From an optimization exercise on the open Yosys and OpenROAD flow, aimed at small area, a short achievable clock period and few clock cycles per item; shortcuts taken in it are not production practice. Where RTL was checked, it was by simulation tests only, not by an equivalence proof against the original. Power figures rest on the tool's default switching activity, not on a simulated workload.

run F:
==> flow/design.v <==
`timescale 1ns/1ps
module SPM (
    input wire clk,
    input wire rst,
    input wire start,
    input wire signed [7:0] a,
    input wire signed [7:0] b,
    output wire signed [15:0] prod,
    output reg done,
    output wire sign_flag
);
    reg [15:0] r0, r1;
    reg rs, rc;
    always @(posedge clk or posedge rst) begin
        if (rst) begin
            done <= 1'b0;
            r0   <= 16'd0;
            r1   <= 16'd0;
            rs   <= 1'b0;
            rc   <= 1'b0;
        end else begin
            done <= start;
            if (start) begin
                r0 <= nrow0;
                r1 <= nrow1;
                rc <= ncy;
                rs <= a[7] ^ b[7];
            end
        end
    end
    wire [7:0] ma = a;
    wire [7:0] mb = b;
    wire [9:0] hi = r0[15:6] + r1[15:6] + rc;
    assign prod = {hi, r0[5:0]};
    assign sign_flag = rs;
    wire pp1 = ma[0] & mb[0];
    wire pp2 = ma[0] & mb[1];
    wire pp3 = ma[0] & mb[2];
    wire pp4 = ma[0] & mb[3];
    wire pp5 = ma[0] & mb[4];
    wire pp6 = ma[0] & mb[5];
    wire pp7 = ma[0] & mb[6];
    wire pp8 = ~(ma[0] & mb[7]);
    wire pp9 = ma[1] & mb[0];
    wire pp10 = ma[1] & mb[1];
    wire pp11 = ma[1] & mb[2];
    wire pp12 = ma[1] & mb[3];
    wire pp13 = ma[1] & mb[4];
    wire pp14 = ma[1] & mb[5];
    wire pp15 = ma[1] & mb[6];
    wire pp16 = ~(ma[1] & mb[7]);
    wire pp17 = ma[2] & mb[0];
    wire pp18 = ma[2] & mb[1];
    wire pp19 = ma[2] & mb[2];
    wire pp20 = ma[2] & mb[3];
    wire pp21 = ma[2] & mb[4];
    wire pp22 = ma[2] & mb[5];
    wire pp23 = ma[2] & mb[6];
    wire pp24 = ~(ma[2] & mb[7]);
    wire pp25 = ma[3] & mb[0];
    wire pp26 = ma[3] & mb[1];
    wire pp27 = ma[3] & mb[2];
    wire pp28 = ma[3] & mb[3];
    wire pp29 = ma[3] & mb[4];
    wire pp30 = ma[3] & mb[5];
    wire pp31 = ma[3] & mb[6];
    wire pp32 = ~(ma[3] & mb[7]);
    wire pp33 = ma[4] & mb[0];
    wire pp34 = ma[4] & mb[1];
    wire pp35 = ma[4] & mb[2];
    wire pp36 = ma[4] & mb[3];
    wire pp37 = ma[4] & mb[4];
    wire pp38 = ma[4] & mb[5];
    wire pp39 = ma[4] & mb[6];
    wire pp40 = ~(ma[4] & mb[7]);
    wire pp41 = ma[5] & mb[0];
    wire pp42 = ma[5] & mb[1];
    wire pp43 = ma[5] & mb[2];
    wire pp44 = ma[5] & mb[3];
    wire pp45 = ma[5] & mb[4];
    wire pp46 = ma[5] & mb[5];
    wire pp47 = ma[5] & mb[6];
    wire pp48 = ~(ma[5] & mb[7]);
    wire pp49 = ma[6] & mb[0];
    wire pp50 = ma[6] & mb[1];
    wire pp51 = ma[6] & mb[2];
    wire pp52 = ma[6] & mb[3];
    wire pp53 = ma[6] & mb[4];
    wire pp54 = ma[6] & mb[5];
    wire pp55 = ma[6] & mb[6];
    wire pp56 = ~(ma[6] & mb[7]);
    wire pp57 = ~(ma[7] & mb[0]);
    wire pp58 = ~(ma[7] & mb[1]);
    wire pp59 = ~(ma[7] & mb[2]);
    wire pp60 = ~(ma[7] & mb[3]);
    wire pp61 = ~(ma[7] & mb[4]);
    wire pp62 = ~(ma[7] & mb[5]);
    wire pp63 = ~(ma[7] & mb[6]);
    wire pp64 = ma[7] & mb[7];
    wire s65 = pp7 ^ pp14;
    wire c66 = pp7 & pp14;
    wire s67 = pp8 ^ pp15 ^ pp22;
    wire c68 = (pp8 & pp15) | (pp8 & pp22) | (pp15 & pp22);
    wire s69 = pp29 ^ pp36;
    wire c70 = pp29 & pp36;
    wire s71 = pp16 ^ pp23 ^ pp30;
    wire c72 = (pp16 & pp23) | (pp16 & pp30) | (pp23 & pp30);
    wire s73 = pp37 ^ pp44 ^ pp51;
    wire c74 = (pp37 & pp44) | (pp37 & pp51) | (pp44 & pp51);
    wire s75 = pp24 ^ pp31 ^ pp38;
    wire c76 = (pp24 & pp31) | (pp24 & pp38) | (pp31 & pp38);
    wire s77 = pp5 ^ pp12;
    wire c78 = pp5 & pp12;
    wire s79 = pp6 ^ pp13 ^ pp20;
    wire c80 = (pp6 & pp13) | (pp6 & pp20) | (pp13 & pp20);
    wire s81 = pp27 ^ pp34;
    wire c82 = pp27 & pp34;
    wire s83 = pp21 ^ pp28 ^ pp35;
    wire c84 = (pp21 & pp28) | (pp21 & pp35) | (pp28 & pp35);
    wire s85 = pp42 ^ pp49 ^ s65;
    wire c86 = (pp42 & pp49) | (pp42 & s65) | (pp49 & s65);
    wire s87 = pp43 ^ pp50 ^ pp57;
    wire c88 = (pp43 & pp50) | (pp43 & pp57) | (pp50 & pp57);
    wire s89 = s67 ^ s69 ^ c66;
    wire c90 = (s67 & s69) | (s67 & c66) | (s69 & c66);
    wire s91 = pp58 ^ 1'b1 ^ s71;
    wire c92 = (pp58 & 1'b1) | (pp58 & s71) | (1'b1 & s71);
    wire s93 = s73 ^ c68 ^ c70;
    wire c94 = (s73 & c68) | (s73 & c70) | (c68 & c70);
    wire s95 = pp45 ^ pp52 ^ pp59;
    wire c96 = (pp45 & pp52) | (pp45 & pp59) | (pp52 & pp59);
    wire s97 = s75 ^ c72 ^ c74;
    wire c98 = (s75 & c72) | (s75 & c74) | (c72 & c74);
    wire s99 = pp32 ^ pp39 ^ pp46;
    wire c100 = (pp32 & pp39) | (pp32 & pp46) | (pp39 & pp46);
    wire s101 = pp53 ^ pp60 ^ c76;
    wire c102 = (pp53 & pp60) | (pp53 & c76) | (pp60 & c76);
    wire s103 = pp40 ^ pp47 ^ pp54;
    wire c104 = (pp40 & pp47) | (pp40 & pp54) | (pp47 & pp54);
    wire s105 = pp4 ^ pp11;
    wire c106 = pp4 & pp11;
    wire s107 = pp19 ^ pp26 ^ pp33;
    wire c108 = (pp19 & pp26) | (pp19 & pp33) | (pp26 & pp33);
    wire s109 = pp41 ^ s79 ^ s81;
    wire c110 = (pp41 & s79) | (pp41 & s81) | (s79 & s81);
    wire s111 = s83 ^ s85 ^ c80;
    wire c112 = (s83 & s85) | (s83 & c80) | (s85 & c80);
    wire s113 = s87 ^ s89 ^ c84;
    wire c114 = (s87 & s89) | (s87 & c84) | (s89 & c84);
    wire s115 = s91 ^ s93 ^ c88;
    wire c116 = (s91 & s93) | (s91 & c88) | (s93 & c88);
    wire s117 = s95 ^ s97 ^ c92;
    wire c118 = (s95 & s97) | (s95 & c92) | (s97 & c92);
    wire s119 = s99 ^ s101 ^ c96;
    wire c120 = (s99 & s101) | (s99 & c96) | (s101 & c96);
    wire s121 = pp61 ^ s103 ^ c100;
    wire c122 = (pp61 & s103) | (pp61 & c100) | (s103 & c100);
    wire s123 = pp48 ^ pp55 ^ pp62;
    wire c124 = (pp48 & pp55) | (pp48 & pp62) | (pp55 & pp62);
    wire s125 = pp3 ^ pp10;
    wire c126 = pp3 & pp10;
    wire s127 = pp18 ^ pp25 ^ s105;
    wire c128 = (pp18 & pp25) | (pp18 & s105) | (pp25 & s105);
    wire s129 = s77 ^ s107 ^ c106;
    wire c130 = (s77 & s107) | (s77 & c106) | (s107 & c106);
    wire s131 = c78 ^ s109 ^ c108;
    wire c132 = (c78 & s109) | (c78 & c108) | (s109 & c108);
    wire s133 = c82 ^ s111 ^ c110;
    wire c134 = (c82 & s111) | (c82 & c110) | (s111 & c110);
    wire s135 = c86 ^ s113 ^ c112;
    wire c136 = (c86 & s113) | (c86 & c112) | (s113 & c112);
    wire s137 = c90 ^ s115 ^ c114;
    wire c138 = (c90 & s115) | (c90 & c114) | (s115 & c114);
    wire s139 = c94 ^ s117 ^ c116;
    wire c140 = (c94 & s117) | (c94 & c116) | (s117 & c116);
    wire s141 = c98 ^ s119 ^ c118;
    wire c142 = (c98 & s119) | (c98 & c118) | (s119 & c118);
    wire s143 = c102 ^ s121 ^ c120;
    wire c144 = (c102 & s121) | (c102 & c120) | (s121 & c120);
    wire s145 = c104 ^ s123 ^ c122;
    wire c146 = (c104 & s123) | (c104 & c122) | (s123 & c122);
    wire s147 = pp56 ^ pp63 ^ c124;
    wire c148 = (pp56 & pp63) | (pp56 & c124) | (pp63 & c124);
    wire [15:0] row0 = {1'b0, pp64, s147, s145, s143, s141, s139, s137, s135, s133, s131, s129, s127, pp17, pp2, pp1};
    wire [15:0] row1 = {1'b0, c148, c146, c144, c142, c140, c138, c136, c134, c132, c130, c128, c126, s125, pp9, 1'b0};
    wire s149 = row0[0] ^ row1[0];
    wire c150 = row0[0] & row1[0];
    wire s151 = row0[1] ^ row1[1] ^ c150;
    wire c152 = (row0[1] & row1[1]) | (row0[1] & c150) | (row1[1] & c150);
    wire s153 = row0[2] ^ row1[2] ^ c152;
    wire c154 = (row0[2] & row1[2]) | (row0[2] & c152) | (row1[2] & c152);
    wire s155 = row0[3] ^ row1[3] ^ c154;
    wire c156 = (row0[3] & row1[3]) | (row0[3] & c154) | (row1[3] & c154);
    wire s157 = row0[4] ^ row1[4] ^ c156;
    wire c158 = (row0[4] & row1[4]) | (row0[4] & c156) | (row1[4] & c156);
    wire s159 = row0[5] ^ row1[5] ^ c158;
    wire c160 = (row0[5] & row1[5]) | (row0[5] & c158) | (row1[5] & c158);
    wire [15:0] nrow0 = {row0[15:6] ^ 10'b1000000000, s159, s157, s155, s153, s151, s149};
    wire [15:0] nrow1 = row1;
    wire ncy = c160;
endmodule
clock: 5.0 ns
lec_check: 0
cap_margin: 20
core_margin: 2
core_utilization: 40
slew_margin: 20
run.sh (not shown) runs the stock make flow with config.mk's settings and CLKGATE_MAP_FILE= SYNTH_SCRIPT=/design/flow/synth_recipe.tcl, a recipe that flattens the netlist after the stock synthesis.
diff inputs: run F => run Y
--- a/flow/design.v
+++ b/flow/design.v
@@ -28,12 +28,12 @@
             end
         end
     end
     wire [7:0] ma = a;
     wire [7:0] mb = b;
-    wire [9:0] hi = r0[15:6] + r1[15:6] + rc;
-    assign prod = {hi, r0[5:0]};
+    wire [11:0] hi = r0[15:4] + r1[15:4] + rc;
+    assign prod = {hi, r0[3:0]};
     assign sign_flag = rs;
     wire pp1 = ma[0] & mb[0];
     wire pp2 = ma[0] & mb[1];
     wire pp3 = ma[0] & mb[2];
     wire pp4 = ma[0] & mb[3];
@@ -189,13 +189,9 @@
     wire c152 = (row0[1] & row1[1]) | (row0[1] & c150) | (row1[1] & c150);
     wire s153 = row0[2] ^ row1[2] ^ c152;
     wire c154 = (row0[2] & row1[2]) | (row0[2] & c152) | (row1[2] & c152);
     wire s155 = row0[3] ^ row1[3] ^ c154;
     wire c156 = (row0[3] & row1[3]) | (row0[3] & c154) | (row1[3] & c154);
-    wire s157 = row0[4] ^ row1[4] ^ c156;
-    wire c158 = (row0[4] & row1[4]) | (row0[4] & c156) | (row1[4] & c156);
-    wire s159 = row0[5] ^ row1[5] ^ c158;
-    wire c160 = (row0[5] & row1[5]) | (row0[5] & c158) | (row1[5] & c158);
-    wire [15:0] nrow0 = {row0[15:6] ^ 10'b1000000000, s159, s157, s155, s153, s151, s149};
+    wire [15:0] nrow0 = {row0[15:4] ^ 12'b100000000000, s155, s153, s151, s149};
     wire [15:0] nrow1 = row1;
-    wire ncy = c160;
+    wire ncy = c156;
 endmodule
### Flow results
In run Y the clock-buffer cell count turned out 3 higher than in run F.
NOTE: number of sequential cells in the layout in run Y exceeds that of run F
Going from run F to run Y, xor-xnor portion of the synthesized cell area higher, final estimated routing congestion in global placement moved up, cell area higher.
Compared to run F, run Y has post-placement setup slack 0.083 ns higher.
Run Y completed; timing, DRC and antenna clean
Time the final worst path needs with I/O delays and setup ended up 0.091 ns lower on run Y than on run F.
[compare] base=run F new=run Y: global-route wire length before repair +3.5%, global-route usage picked up an extra 0.70 points, wire length rose by 6.4%.
The register clock-pin slew on the reported worst setup and hold paths in run Y sits 0.03 ns below the value recorded for run F.
[compare] base=run F new=run Y: data required time at the worst endpoint roughly the same; worst hold slack higher.
No run of this note included a check of the RTL's function; only the layout flow was run.

========
main:
Another version of the RTL of SPM (not shown whole).
For scale: about 270 cells after synthesis, roughly 37 I/O pins.
Settings: LEC_CHECK=0, CAP_MARGIN=20, CORE_MARGIN=2, CORE_UTILIZATION=40, SETUP_SLACK_MARGIN=1.6, SLEW_MARGIN=20, SYNTH_HIERARCHICAL=1, SYNTH_MINIMUM_KEEP_SIZE=0; clock period 5.0 ns.
standard.sh (not shown) runs the stock make flow with config.mk's settings and CLKGATE_MAP_FILE= SYNTH_SCRIPT=/design/flow/synth_recipe.tcl, a recipe that flattens the netlist after the stock synthesis.
==> flow/flow/run.sh <==
#!/bin/bash
# The standard layout (standard.sh), with the port buffers made of
# sky130_fd_sc_hd__buf_1 cells instead of the delay-cell buffers that
# buffer_ports picks by default. make's full output goes to standard.log.
set -euo pipefail
export BUFFER_PORTS_ARGS="-buffer_cell sky130_fd_sc_hd__buf_1"
bash standard.sh > standard.log 2>&1
Setup changes, main to the feature branch
-- flow/design.v --
<<< main, line 10
    output wire sign_flag
);
    reg [4:0] rl;
    reg [10:0] r0;
    reg [10:0] r1;
    reg rs;
    wire pp1 = ~(a[0] & b[0]);
>>> the feature branch, line 10
    output wire sign_flag
);
    reg [3:0] rl;
    reg [11:0] r0;
    reg [11:0] r1;
    reg rs;
    wire pp1 = ~(a[0] & b[0]);
<<< main, line 107
    spm_fa u_s91 (.a(s85), .b(s87), .ci(c82), .s(s91), .co(c92));
    wire s93, c94;
    spm_han u_s93 (.a(s89), .b(s91), .s(s93), .co(c94));
    wire s95, c96;
    spm_fa u_s95 (.a(pp15), .b(pp22), .ci(pp29), .s(s95), .co(c96));
>>> the feature branch, line 107
    spm_fa u_s91 (.a(s85), .b(s87), .ci(c82), .s(s91), .co(c92));
    wire s93, c94;
    spm_fa u_s93 (.a(s89), .b(s91), .ci(c84), .s(s93), .co(c94));
    wire s95, c96;
    spm_fa u_s95 (.a(pp15), .b(pp22), .ci(pp29), .s(s95), .co(c96));
<<< main, line 168
    wire s153, c154;
    spm_han u_s153 (.a(c152), .b(s69), .s(s153), .co(c154));
    wire s155, c156;
    spm_han u_s155 (.a(c154), .b(s75), .s(s155), .co(c156));
    always @(posedge clk or posedge rst) begin
        if (rst) begin
            done <= 1'b0;
            rl <= 5'b11111;
            r0 <= 11'b11111111111;
            r1 <= 11'b11111111111;
            rs   <= 1'b0;
        end else begin
            done <= start;
            if (start) begin
                rl <= {s155, s153, s151, s149, pp1};
                r0 <= {1'b0, pp64, s147, s145, s141, c128, c118, c106, c94, s93, s83};
                r1 <= {1'b1, c148, c146, c142, c136, s135, s127, s117, s105, c84, c156};
                rs <= a[7] ^ b[7];
            end
        end
    end
    wire [4:0] rlt = rl ^ 5'b11111;
    wire [10:0] hic = r0 + r1 + 1'b1;
    wire [10:0] hi = ~hic;
    assign prod = {hi, rlt};
    assign sign_flag = rs;
>>> the feature branch, line 168
    wire s153, c154;
    spm_han u_s153 (.a(c152), .b(s69), .s(s153), .co(c154));
    always @(posedge clk or posedge rst) begin
        if (rst) begin
            done <= 1'b0;
            rl <= 4'd0;
            r0 <= 12'd0;
            r1 <= 12'd0;
            rs   <= 1'b0;
        end else begin
            done <= start;
            if (start) begin
                rl <= {~s153, ~s151, ~s149, ~pp1};
                r0 <= {1'b1, ~pp64, ~s147, ~s145, ~s141, ~c128, ~c118, ~c106, ~s105, ~s93, ~s83, ~s75};
                r1 <= {1'b0, ~c148, ~c146, ~c142, ~c136, ~s135, ~s127, ~s117, ~c94, 1'b0, 1'b0, ~c154};
                rs <= a[7] ^ b[7];
            end
        end
    end
    wire [3:0] rlt = rl;
    wire [11:0] r0t = r0;
    wire [11:0] r1t = r1;
    wire [11:0] hi = r0t + r1t;
    assign prod = {hi, rlt};
    assign sign_flag = rs;
### Flow results
The post-placement worst setup slack in the feature branch was lower than what main gave.
Relative to main, the length of routed met3 wiring of the feature branch is lower by 30 um.
Measured against each other, the feature branch and main differ in post-route standard cell area excluding fillers, the higher figure coming from main.
In summary, the feature branch completed successfully, with a layout that passed the timing, design-rule and antenna checks.
Diff main -> the feature branch: synthesized instance count saw a decrease; total power saw a decrease.
[compare] base=main new=the feature branch: minimum period implied by the final worst setup slack -0.026 ns; sequential cell count lost 3.6%.
Testbench counts of the feature branch, summed over its fixed seeds: cycles 4,088, items 2,048.
For main, only the layout was checked, not whether the RTL still works.

what the ideal ports hide:
How much do the figures lean on ideal ports? The routed layouts below were timed once more, with nothing changed but the port constraints. Step 1: set_driving_cell puts a clkbuf_16 on clk and a buf_2 on each other input, an assumption about the parent block. Step 2 times the ports against the registers' clock, not the clock port: input delays grow and output delays shrink by t, the midpoint of the rising clock arrivals with the driver on. a / b / c = no drivers / after step 1 / after step 2; a / b = the first two.
run	t (ns)	slack for setup (ns)	hold slack, ns	worst setup path after step 2	latest minus earliest clock arrival (ns)
run F	0.290	0.963 / 0.964 / 0.674	0.501 / 0.501 / 0.501	input to register	0.002 / 0.002
run Y	0.307	1.055 / 1.059 / 0.752	0.505 / 0.505 / 0.505	input to register	0.005 / 0.006
main	0.292	1.679 / 1.682 / 1.390	0.489 / 0.489 / 0.489	input to register	0.004 / 0.004
the feature branch	0.290	1.705 / 1.708 / 1.418	0.499 / 0.499 / 0.499	input to register	0.004 / 0.004
After both steps every run listed still meets setup and hold. The setup slack of run Y, which loses most, moves by +0.004 ns with the drivers and by -0.303 ns with both steps.
